Source: an optimization exercise on an open RTL-to-GDS flow (aim: small area, a short achievable clock period and few clock cycles). Production flows keep margins and buffers that such runs may drop.
No functional check of the RTL was part of any run shown here.
No activity file was given, so power comes from the tool's default toggle rates.

File: flow/run.sh
#!/bin/bash
# synth_recipe.tcl (not shown) runs the flow's synth.tcl, then flattens the netlist and writes it again
# the make line also repeats each setting of config.mk as NAME=value (left out here)
make -C /OpenROAD-flow-scripts/flow DESIGN_CONFIG=/design/flow/config.mk WORK_HOME=/design/flow/orfs CLKGATE_MAP_FILE= SYNTH_SCRIPT=/design/flow/synth_recipe.tcl finish
File: flow/config.mk
export PLATFORM = sky130hd
export DESIGN_NAME = reuleaux
export DESIGN_NICKNAME = reuleaux
export VERILOG_FILES = /design/flow/design.v
export SDC_FILE = /design/flow/constraint.sdc
export NUM_CORES = 4
export LEC_CHECK = 0
export CAP_MARGIN = 20
export CORE_MARGIN = 2
export CORE_UTILIZATION = 40
export SLEW_MARGIN = 20
File: flow/constraint.sdc
create_clock -name core_clock -period 10.0 [get_ports {clk}]
set_input_delay 2.0000 -clock core_clock [delete_from_list [all_inputs] [get_ports {clk}]]
set_output_delay 2.0000 -clock core_clock [all_outputs]
set_load 0.01 [all_outputs]
File: flow/design.v
module circle_control(input logic clk, input logic rst_n, input logic [2:0] colour,
                      input logic [7:0] centre_x, input logic [6:0] centre_y, input logic [7:0] diameter,
                      input logic start, output logic done,
                      output logic [7:0] vga_x, output logic [6:0] vga_y,
                      output logic [2:0] vga_colour, output logic vga_plot);
     function automatic logic [9:0] add10(input logic [9:0] x, input logic [9:0] y, input logic c);
          logic k;
          k = c;
          for (int i = 0; i < 10; i++) begin
               add10[i] = x[i] ^ y[i] ^ k;
               k = (x[i] & y[i]) | (x[i] & k) | (y[i] & k);
          end
     endfunction
     function automatic logic [18:0] add19(input logic [18:0] x, input logic [18:0] y);
          logic k;
          k = 1'b0;
          for (int i = 0; i < 19; i++) begin
               add19[i] = x[i] ^ y[i] ^ k;
               k = (x[i] & y[i]) | (x[i] & k) | (y[i] & k);
          end
     endfunction
     logic [18:0] dd, s, m6, m3;
     assign dd = {11'd0, diameter};
     assign s  = add19(dd << 8, add19(dd << 5, dd << 3));
     assign m6 = add19(s, add19(dd, 19'd510));
     assign m3 = add19(s << 2, add19(dd, 19'd1019));
     logic [6:0] k6;
     logic [7:0] k3;
     assign k6 = m6[16:10];
     assign k3 = m3[18:11];
     logic [6:0] dh_c;                              
     assign dh_c = diameter[7:1] + {6'd0, diameter[0]};
     logic [9:0] y3_c, y1_c, kk_c;
     assign y1_c = add10({3'd0, centre_y}, {3'd0, k6}, 1'b0);
     assign y3_c = add10({3'd0, centre_y}, ~{2'd0, k3}, 1'b1);
     assign kk_c = add10({3'd0, k6}, {2'd0, k3}, 1'b0);
     logic [6:0] dh;
     logic [7:0] y1;       
     logic [6:0] y3;       
     logic       en3;      
     logic [7:0] kk;       
     always_ff @(posedge clk) begin
          dh  <= dh_c;
          y1  <= y1_c[7:0];
          y3  <= y3_c[6:0];
          en3 <= !y3_c[9];
          kk  <= kk_c[7:0];
     end
     logic en2;            
     assign en2 = (centre_x >= {1'b0, dh}) && (centre_x != 8'd0);
     logic [7:0] ox, oy;
     logic [8:0] u, w;
     logic [9:0] crit;
     logic [2:0] ptr;
     logic busy;
     logic [9:0] cx, ncx, ny1;
     assign cx  = {2'b00, centre_x};
     assign ncx = ~cx;
     assign ny1 = ~{2'b00, y1};
     logic [9:0] xa1, xb1, xa2, xb2, x3a, x3b, x3c, ya, yb, y3x, y3y;
     assign xa1 = ~add10(ncx, {u[8], u}, 1'b0);
     assign xb1 = ~add10(ncx, {w[8], w}, 1'b0);
     assign xa2 = add10(cx, {u[8], u}, 1'b0);
     assign xb2 = add10(cx, {w[8], w}, 1'b0);
     assign x3a = add10(cx, {2'b00, oy}, 1'b0);
     assign x3b = ~add10(ncx, {2'b00, oy}, 1'b0);
     assign x3c = ~add10(ncx, {2'b00, ox}, 1'b0);
     assign ya  = ~add10(ny1, {2'b00, oy}, 1'b0);
     assign yb  = ~add10(ny1, {2'b00, ox}, 1'b0);
     assign y3x = add10({3'b000, y3}, {2'b00, ox}, 1'b0);
     assign y3y = add10({3'b000, y3}, {2'b00, oy}, 1'b0);
     function automatic logic in159(input logic [9:0] v);    
          in159 = !v[9] && (v[8:0] != 9'd0) && (v[8:0] <= 9'd159);
     endfunction
     function automatic logic in119(input logic [9:0] v);    
          in119 = !v[9] && (v[8:0] != 9'd0) && (v[8:0] <= 9'd119);
     endfunction
     function automatic logic gt8(input logic [7:0] x, input logic [7:0] y);    
          logic r;
          r = 1'b0;
          for (int i = 0; i < 8; i++) r = (x[i] & ~y[i]) | ((x[i] | ~y[i]) & r);
          gt8 = r;
     endfunction
     logic eq, ax, upos, wpos, unn, wnn;
     assign eq   = (ox == oy);
     assign ax   = (oy == 8'd0);
     assign unn  = !u[8];
     assign wnn  = !w[8];
     assign upos = unn && (u[7:0] != 8'd0);
     assign wpos = wnn && (w[7:0] != 8'd0);
     logic ya_ok, yb_ok, y3x_ok;
     assign ya_ok  = in119(ya);
     assign yb_ok  = in119(yb);
     assign y3x_ok = en3 && (y3x[9:0] <= 10'd99) && gt8(ox, kk);
     logic [6:0] cand;
     assign cand[0] = in159(xa1) && upos && ya_ok;
     assign cand[1] = in159(xb1) && wpos && yb_ok && !eq;
     assign cand[2] = en2 && (xa2[9:0] <= 10'd159) && unn && ya_ok && !(eq && !ax);
     assign cand[3] = en2 && (xb2[9:0] <= 10'd159) && wnn && yb_ok && !ax;
     assign cand[4] = (x3a[9:0] <= 10'd159) && !(x3a == 10'd0) && y3x_ok && !eq;
     assign cand[5] = in159(x3b) && y3x_ok && !ax;
     assign cand[6] = en3 && in159(x3c) && (y3y[9:0] <= 10'd99) && gt8(oy, kk) && !eq;
     logic [6:0] rem, rest;
     assign rem = cand & (7'h7f << ptr);
     logic [2:0] sidx;
     always_comb begin
          sidx = 3'd0;
          for (int i = 6; i >= 0; i--) if (rem[i]) sidx = i[2:0];
     end
     assign rest = rem & ~(7'd1 << sidx);
     logic [7:0] px;  logic [6:0] py;
     always_comb begin
          case (sidx)
               3'd0: begin px = xa1[7:0]; py = ya[6:0];  end
               3'd1: begin px = xb1[7:0]; py = yb[6:0];  end
               3'd2: begin px = xa2[7:0]; py = ya[6:0];  end
               3'd3: begin px = xb2[7:0]; py = yb[6:0];  end
               3'd4: begin px = x3a[7:0]; py = y3x[6:0]; end
               3'd5: begin px = x3b[7:0]; py = y3x[6:0]; end
               default: begin px = x3c[7:0]; py = y3y[6:0]; end
          endcase
     end
     logic cpos;
     assign cpos = !crit[9] && (crit != 10'd0);
     logic [9:0] crit_n, e;
     assign e      = add10({1'b0, oy, 1'b1}, cpos ? ~{1'b0, ox, 1'b0} : 10'd0, cpos);    
     assign crit_n = add10(crit, e, 1'b0);
     logic [7:0] ox_n, oy_n;
     assign oy_n = oy + 8'd1;
     assign ox_n = cpos ? ox - 8'd1 : ox;
     logic adv;
     assign adv = (rest == 7'd0);
     always_ff @(posedge clk) begin
          vga_colour <= colour;
          if (!rst_n || !start) begin
               ox       <= diameter;
               oy       <= 8'd0;
               u        <= {1'b0, diameter} - {2'b00, dh_c};
               w        <= 9'd0 - {2'b00, dh_c};
               crit     <= 10'd1 - {2'b00, diameter};
               ptr      <= 3'd0;
               busy     <= 1'b1;
               done     <= 1'b0;
               vga_plot <= 1'b0;
          end else if (busy) begin
               vga_plot <= (rem != 7'd0);
               vga_x    <= px;
               vga_y    <= py;
               if (adv) begin
                    ox   <= ox_n;
                    oy   <= oy_n;
                    u    <= !cpos ? u : (ox == 8'd0) ? 9'h0ff : u - 9'd1;    
                    w    <= w + 9'd1;
                    crit <= crit_n;
                    ptr  <= 3'd0;
                    if (oy_n > ox_n) begin
                         busy <= 1'b0;
                         done <= 1'b1;
                    end
               end else begin
                    ptr <= sidx + 3'd1;
               end
          end else begin
               vga_plot <= 1'b0;
          end
     end
endmodule
module reuleaux(input logic clk, input logic rst_n, input logic [2:0] colour,
                input logic [7:0] centre_x, input logic [6:0] centre_y, input logic [7:0] diameter,
                input logic start, output logic done,
                output logic [7:0] vga_x, output logic [6:0] vga_y,
                output logic [2:0] vga_colour, output logic vga_plot);
     circle_control u_ctl(.clk(clk), .rst_n(rst_n), .colour(colour), .centre_x(centre_x),
                          .centre_y(centre_y), .diameter(diameter), .start(start), .done(done),
                          .vga_x(vga_x), .vga_y(vga_y), .vga_colour(vga_colour), .vga_plot(vga_plot));
endmodule
==> impl_metrics.csv, run 1 <==
group,metric,value,unit
final_layout,final_nets,1288,
final_layout,layout_common_cells,"169 x inv_1, 121 x fa_1, 83 x ha_1, 54 x nand2_1",
final_layout,areaGrowthSynthToFinish,11.90,%
route,via_per_inst,5.484,
placement,dp.final_hpwl,23.23,mm
placement,port_buffers,48,
logic_synthesis,seq_area_frac_synth,0.2488,
clock_network,cts_setup_buffers,0,
floorplanning,fp.dieH,162.3,um
critical_path,arrival,9.44,ns
critical_path,critPathLaunchType,"input port",
sta,hold_violations,0,
clock_network,clkLatencyLatePin,0.36,ns
floorplanning,num_rows,57,
power,power_density,205.4,mW/mm2
floorplanning,fp.dieArea,0.02633,mm2
critical_path,end_kind,"register",
sta,fin_worst_skew,0.007636,ns
clock_network,holdBufCountCts,0,
logic_synthesis,syn_area_per_cell,10.00,um2
critical_path,crit_type,"in -> reg",
sta,setup_viol,0,
clock_network,cts-buffers-inserted,9,
grt,grt_use_total,0.2297,
placement,gp_congestion,0.9194,
clock_network,cts_tree,"yes",
critical_path,cp_num_buf_inv,5,
floorplanning,core-area,0.02446,mm2
run,drv_cap,0,
sta,tns,0,ns
logic_synthesis,synth.net_count,1235,
grt,grt_remaining_overflow,0,
logic_synthesis,synth.cell_area,0.01002,mm2
route,drc,0,
final_layout,instances_no_fill,1384,
floorplanning,dieWidth,162.3,um
grt,antenna_found_initial,0,
grt,grt_max_degree,45,
placement,post-place-ws,0.2597,ns
critical_path,crit_path_start,"centre_x[0]",
sta,rsz0062_at_grt,"false",
clock_network,clock_sinks,99,
clock_network,path_clk_slew,0.07,ns
clock_network,post_cts_resized,0,
route,first_iter_violations,571,
critical_path,path_delay_family,"adder cells",
sta,maxSlewHeadroom,0.3793,
logic_synthesis,ys_seq_elements,99,
sta,period_needed,9.365,ns
clock_network,root_buffer,"clkbuf_16",
sta,holdWs,0.5383,ns
route,drt-total-wl,28.62,mm
power,ir_drop,81.95,uV
final_layout,drive_gt1_frac,0.06038,
clock_network,cts_buffer_depth,2,
grt,grt_pass1_wl,45.24,mm
final_layout,final_common_cell,"inv_1",
sta,setup_slack,0.6349,ns
power,totalPowerFinal,2.303,mW
run_status,status,"no timing/DRC/antenna violations",
logic_synthesis,synth_ff_type,"edfxtp_1",
final_layout,nFillCells,2284,
floorplanning,boundaryPins,49,
sta,drv_slew,0,
route,routedWlPerCell,20.68,um
logic_synthesis,synth_cells,1002,
critical_path,crit_path_top_delay_cell,"clkdlybuf4s50_1",
power,p_leak,4.776,nW
route,first_pass_iters,5,
min_path,hold_path.class,"reg -> reg",
critical_path,cp_slowest_stage_delay,0.48,ns
clock_network,cts-htree-levels,3,
logic_synthesis,yosys_warnings,1,
logic_synthesis,synth_edf_count,51,
logic_synthesis,synth_cell_types,83,
route,antenna_left,0,
route,routed-via-count,7590,
critical_path,cp.required,10.07,ns
sta,fmax,0.1068,GHz
min_path,min_from,"u_ctl.done",
logic_synthesis,synthArstFlopShare,0,
grt,grt_pass1_vias,7725,
sta,worst_pin_slew,0.9293,ns
sta,final_min_period_over_clock_period,0.9365,
floorplanning,initial_core_util,0.4096,
critical_path,critical_path.most_common_cell,"fa_1",
critical_path,cp_max_fo,16,
critical_path,r2r-start,"u_ctl.oy[1]",
placement,dp_cells,1368,
final_layout,antenna_cells,0,
==> worst register-to-register path: stages (launching register included) <==
cell,delay (ns)
dfxtp_1,0.49
inv_1,0.52
fa_1,0.27
inv_1,0.06
fa_1,0.44
fa_1,0.46
fa_1,0.46
fa_1,0.46
fa_1,0.46
fa_1,0.53
nor4b_1,0.37
nor4b_1,0.54
nand4_1,0.24
o211ai_1,0.51
ha_1,0.27
clkinv_1,0.31
a221oi_2,0.44
o211ai_2,0.36
o21ai_0,0.29
buf_4,0.22
==> synth_stat cells, types with 12 or more instances <==
cell type  count  area [um2]
edfxtp_1      51        1531
o21ai_0       51       255.2
nor2_1        34       127.6
clkbuf_1      13       48.80
nand2b_1      15       93.84
nand2_1       54       202.7
a21oi_1       30       150.1
dfxtp_1       48       960.9
inv_1        169       634.4
nand4_1       16       100.1
nand3_1       32       160.2
nor4_1        12       75.07
ha_1          83        1039
nor3_1        19       95.09
xor2_1        17       148.9
o22ai_1       13       81.33
fa_1         121        2422
xnor2_1       39       341.6
==> sequential cells by signal (all words and copies together) (netlist names) <==
register          cells
u_ctl.vga_plot        1
u_ctl.u               9
u_ctl.busy            1
u_ctl.ox              8
u_ctl.vga_x           8
u_ctl.ptr             3
u_ctl.dh              7
u_ctl.vga_colour      3
u_ctl.w               9
u_ctl.y1              8
u_ctl.vga_y           7
u_ctl.oy              8
u_ctl.en3             1
u_ctl.crit           10
u_ctl.y3              7
u_ctl.kk              8
u_ctl.done            1
==> metal layers <==
| metal | vias to the layer above | share of wire | wire (um) | GRT usage |
|---|---|---|---|---|
| met5 | - | 0 | 0 | 0 |
| met4 | 0 | 0.028 | 793 | 0.08246 |
| met3 | 48 | 0.069 | 1980 | 0.04545 |
| met2 | 271 | 0.45 | 12960 | 0.3590 |
| met1 | 3710 | 0.45 | 12880 | 0.3182 |
| li1 | 3561 | - | - | - |
==> through the flow <==
stage / utilization / cell area [um2]
after global routing: 0.4583 / 11210
after global placement: 0.4470 / 10930
after floorplan: - / 10020
final: 0.4583 / 11210
after CTS: 0.4583 / 11210
after detailed placement: 0.4470 / 10930
==> report_power, final <==
group / switching, mW / internal (mW) / leakage, nW
clock: 0.165 / 0.176 / 0.143
sequential: 0.101 / 0.563 / 0.908
combinational: 0.732 / 0.566 / 3.72
==> layout make-up <==
| type | instances | area (um2) | share of cell area |
|---|---|---|---|
| clock buffers | 10 | 239.0 | 0.02131 |
| clock inverters | 6 | 38.79 | 0.003459 |
| inverters | 172 | 648.1 | 0.05781 |
| multi-input cells | 706 | 6753 | 0.6023 |
| flip-flops and latches | 99 | 2492 | 0.2223 |
| well taps | 324 | 405.4 | 0.03616 |
| repair buffers | 67 | 635.6 | 0.05669 |
==> path summary, 6_finish.rpt <==
kind	end	cells past startpoint	slack (ns)
worst max-delay path	u_ctl.u[5]	25	0.63
worst min-delay path	u_ctl.done	2	0.54
worst max register to register	u_ctl.u[5]	19	2.02
worst min register to register	u_ctl.done	2	0.54
==> kinds of logic after synthesis <==
group | Yosys count | synth area share
mux | 12 | 0.01261
flops | 99 | 0.2488
simple gates | 240 | 0.1302
compound gates | 190 | 0.1327
xor+xnor | 56 | 0.04895
buf+inv | 197 | 0.07730
fa+ha+maj | 208 | 0.3494
==> run 2, diff against run 1 <==
--- a/flow/config.mk
+++ b/flow/config.mk
@@ -8,4 +8,5 @@
 export CAP_MARGIN = 20
 export CORE_MARGIN = 2
 export CORE_UTILIZATION = 40
+export SETUP_SLACK_MARGIN = 5
 export SLEW_MARGIN = 20
==> impl_metrics.csv, run 2 <==
group,metric,value,unit
sta,fmax,0.1304,GHz
route,routedWlPerCell,21.88,um
floorplanning,fp.dieArea,0.02633,mm2
grt,grt_max_degree,48,
final_layout,areaGrowthSynthToFinish,28.35,%
critical_path,critical_path.most_common_cell,"fa_2",
placement,port_buffers,48,
final_layout,final_common_cell,"inv_1",
route,drc,0,
logic_synthesis,yosys-top-cells-count,"169 x inv_1, 121 x fa_1, 83 x ha_1",
sta,rsz0062_at_grt,"true",
critical_path,cp_num_buf_inv,9,
final_layout,top_register,"u_ctl.crit",
grt,grt_pass1_wl,48.87,mm
grt,grt_pass1_vias,8310,
min_path,hold_path.class,"reg -> reg",
sta,drv_slew,0,
clock_network,cts_buffer_depth,2,
sta,fin_worst_skew,0.01129,ns
clock_network,cts-buffers-inserted,9,
clock_network,cts_tree,"yes",
logic_synthesis,synth.most_common_cell,"inv_1",
critical_path,arrival,7.97,ns
critical_path,crit_type,"in -> reg",
grt,antenna_found_initial,0,
logic_synthesis,synth_top_cells_by_area,"fa_1 24%, edfxtp_1 15%, ha_1 10%",
sta,tns,0,ns
power,ir_drop,100.4,uV
clock_network,root_buffer,"clkbuf_16",
clock_network,cts-htree-levels,3,
placement,dp.final_hpwl,23.64,mm
sta,setup_viol,0,
sta,maxSlewHeadroom,0.3534,
route,antenna_left,0,
logic_synthesis,synth_ff_type,"edfxtp_1",
critical_path,cp_slowest_stage_delay,0.43,ns
logic_synthesis,synth_cells,1002,
clock_network,clock_sinks,99,
clock_network,clkLatencyLatePin,0.37,ns
floorplanning,initial_core_util,0.4096,
placement,gp_congestion,0.9667,
final_layout,instances_no_fill,1462,
sta,final_min_period_over_clock_period,0.7668,
final_layout,antenna_cells,0,
run_status,status,"no timing/DRC/antenna violations",
logic_synthesis,synth.cell_area,0.01002,mm2
clock_network,path_clk_slew,0.07,ns
logic_synthesis,synth.net_count,1235,
route,via_per_inst,5.650,
floorplanning,dieWidth,162.3,um
run,drv_cap,0,
final_layout,largest_register_ffs,10,
sta,worst_pin_slew,0.9598,ns
route,first_pass_iters,7,
sta,period_needed,7.668,ns
logic_synthesis,synth_top_area_frac,0.2418,
logic_synthesis,syn_area_per_cell,10.00,um2
logic_synthesis,yosys_warnings,1,
grt,grt_remaining_overflow,0,
power,power_density,211.1,mW/mm2
logic_synthesis,synth_cell_types,83,
final_layout,top_regs,"u_ctl.crit (10), u_ctl.u (9), u_ctl.w (9)",
final_layout,layout_common_cells,"140 x inv_1, 70 x buf_4, 67 x fa_2, 63 x ha_1, 54 x fa_1",
logic_synthesis,synth_edf_count,51,
critical_path,cp.required,10.31,ns
route,routed-via-count,8260,
critical_path,end_kind,"register",
floorplanning,core-area,0.02446,mm2
final_layout,multiInputGateArea,0.007629,mm2
sta,hold_violations,0,
grt,grt_use_total,0.2482,
power,p_leak,5.162,nW
logic_synthesis,seq_area_frac_synth,0.2488,
logic_synthesis,synthArstFlopShare,0,
placement,dp_cells,1354,
final_layout,final_nets,1366,
placement,placed_cell_area,0.01123,mm2
final_layout,regArea,0.002494,mm2
logic_synthesis,yosysTopAreaCell,"fa_1",
route,drt-total-wl,31.99,mm
logic_synthesis,ys_seq_elements,99,
route,first_iter_violations,689,
critical_path,path_delay_family,"adder cells",
critical_path,critPathLaunchType,"input port",
critical_path,cp_max_fo,6,
final_layout,final_cell_area,0.01286,mm2
critical_path,crit_path_top_delay_cell,"fa_1",
floorplanning,boundaryPins,49,
floorplanning,fp.dieH,162.3,um
final_layout,nFillCells,2107,
floorplanning,num_rows,57,
final_layout,drive_gt1_frac,0.2759,
run 2: cell types whose count changed in the layout (fill, tap and decap cells not counted), sizes merged:
| cell | change |
|---|---|
| clkinv | -2 |
| clkdlybuf4s50 | -11 |
| inv | -4 |
| clkbuf | +3 |
| clkinvlp | +4 |
| o211ai | +1 |
| buf | +80 |
| and3 | +1 |
| nand2 | +3 |
| clkdlybuf4s15 | +2 |
| dlygate4sd2 | +1 |
run 2: logic make-up (layout without fill, tap and decap cells):
| group | after synthesis | in the layout | synth area share |
|---|---|---|---|
| AND/OR/NAND/NOR | 240 | 244 | 0.1302 |
| adder cells (fa/ha/maj) | 208 | 208 | 0.3494 |
| buffers and inverters | 197 | 328 | 0.07730 |
| AO/OA/AOI/OAI | 190 | 191 | 0.1327 |
| flip-flops | 99 | 99 | 0.2488 |
| XOR/XNOR | 56 | 56 | 0.04895 |
| multiplexers | 12 | 12 | 0.01261 |
run 2: where the power goes:
| group | total, mW | internal [mW] | leakage [nW] | switching, mW |
|---|---|---|---|---|
| registers | 0.675 | 0.564 | 0.908 | 0.111 |
| clock network | 0.362 | 0.187 | 0.143 | 0.175 |
| logic | 1.68 | 0.806 | 4.11 | 0.872 |
run 2: timing repair:
item	in CTS	in global routing
setup buffers	74	13
pin swaps	54	28
endpoints found under the setup margin	92	88
gates resized for setup	154	37
gates cloned	5	0
hold buffers	0	0
run 2: metal layers:
layer  vias to the layer above  GRT usage  wire (um)
met3                        82    0.04852       2259
met2                       368     0.4019      14760
met4                         0    0.08890       1295
li1                       3724          -          -
met5                         -          0          0
met1                      4086     0.3327      13680
run 2: final cells by class:
class,count,share of cell area
multi-input cells,711,0.5932
flip-flops and latches,99,0.1939
repair buffers,140,0.1048
inverters,172,0.05410
well taps,324,0.03152
clock buffers,12,0.02004
clock inverters,4,0.002432
run 2: worst reg2reg max path, delay by kind of cell (launching register included):
| family | cells | cell delay [ns] |
|---|---|---|
| AO/OA/AOI/OAI | 6 | 1.21 |
| AND/OR/NAND/NOR | 5 | 1.58 |
| buffers and inverters | 8 | 0.79 |
| flip-flops | 1 | 0.31 |
| adder cells (fa/ha/maj) | 9 | 3.39 |
run 2: path summary, 6_finish.rpt:
kind	cells past startpoint	slack (ns)	startpoint	endpoint
setup / recovery	29	2.33	centre_x[1]	u_ctl.oy[2]
hold / removal	2	0.54	u_ctl.done	u_ctl.done
setup reg to reg	28	2.64	u_ctl.y1[0]	u_ctl.oy[2]
hold reg to reg	2	0.54	u_ctl.done	u_ctl.done
run 2: through the flow:
stage / setup WS [ns] / power [mW] / hold WS (ns) / utilization
floorplan: 2.314 / 1.591 / 0.4827 / -
global placement: 0.8455 / 2.043 / 0.5398 / 0.4591
detailed placement: 0.7253 / 2.048 / 0.5541 / 0.4591
CTS: 2.417 / 2.623 / 0.5466 / 0.5164
global route: 2.146 / 2.906 / 0.5570 / 0.5257
finish: 2.332 / 2.715 / 0.5367 / 0.5257

## separate check: timing with driven ports
How much do the figures lean on ideal ports? The routed layouts below were timed once more, with nothing changed but the port constraints. Step 1 (the two cells are an assumption about what drives the block):
set clk [get_ports {clk}]
set_driving_cell -lib_cell sky130_fd_sc_hd__clkbuf_16 $clk
set_driving_cell -lib_cell sky130_fd_sc_hd__buf_2 [delete_from_list [all_inputs] $clk]
Step 2 moves the port delays by t, midway between the first and last clock arrival at a register: inputs arrive t later, outputs are due t later. That takes back most of the time a late clock gives input paths. Slacks: ideal ports / drivers / drivers and shift; pairs: ideal ports / drivers.
run	t (ns)	setup slack, ns	clock arrival spread, ns
run 1	0.401	0.635 / 0.641 / 0.240	0.008 / 0.008
run 2	0.411	2.332 / 2.288 / 1.876	0.012 / 0.011
After both steps every run listed still meets setup and hold. For run 2, which loses most, drivers alone change the setup slack by -0.044 ns; drivers and shift together by -0.456 ns.
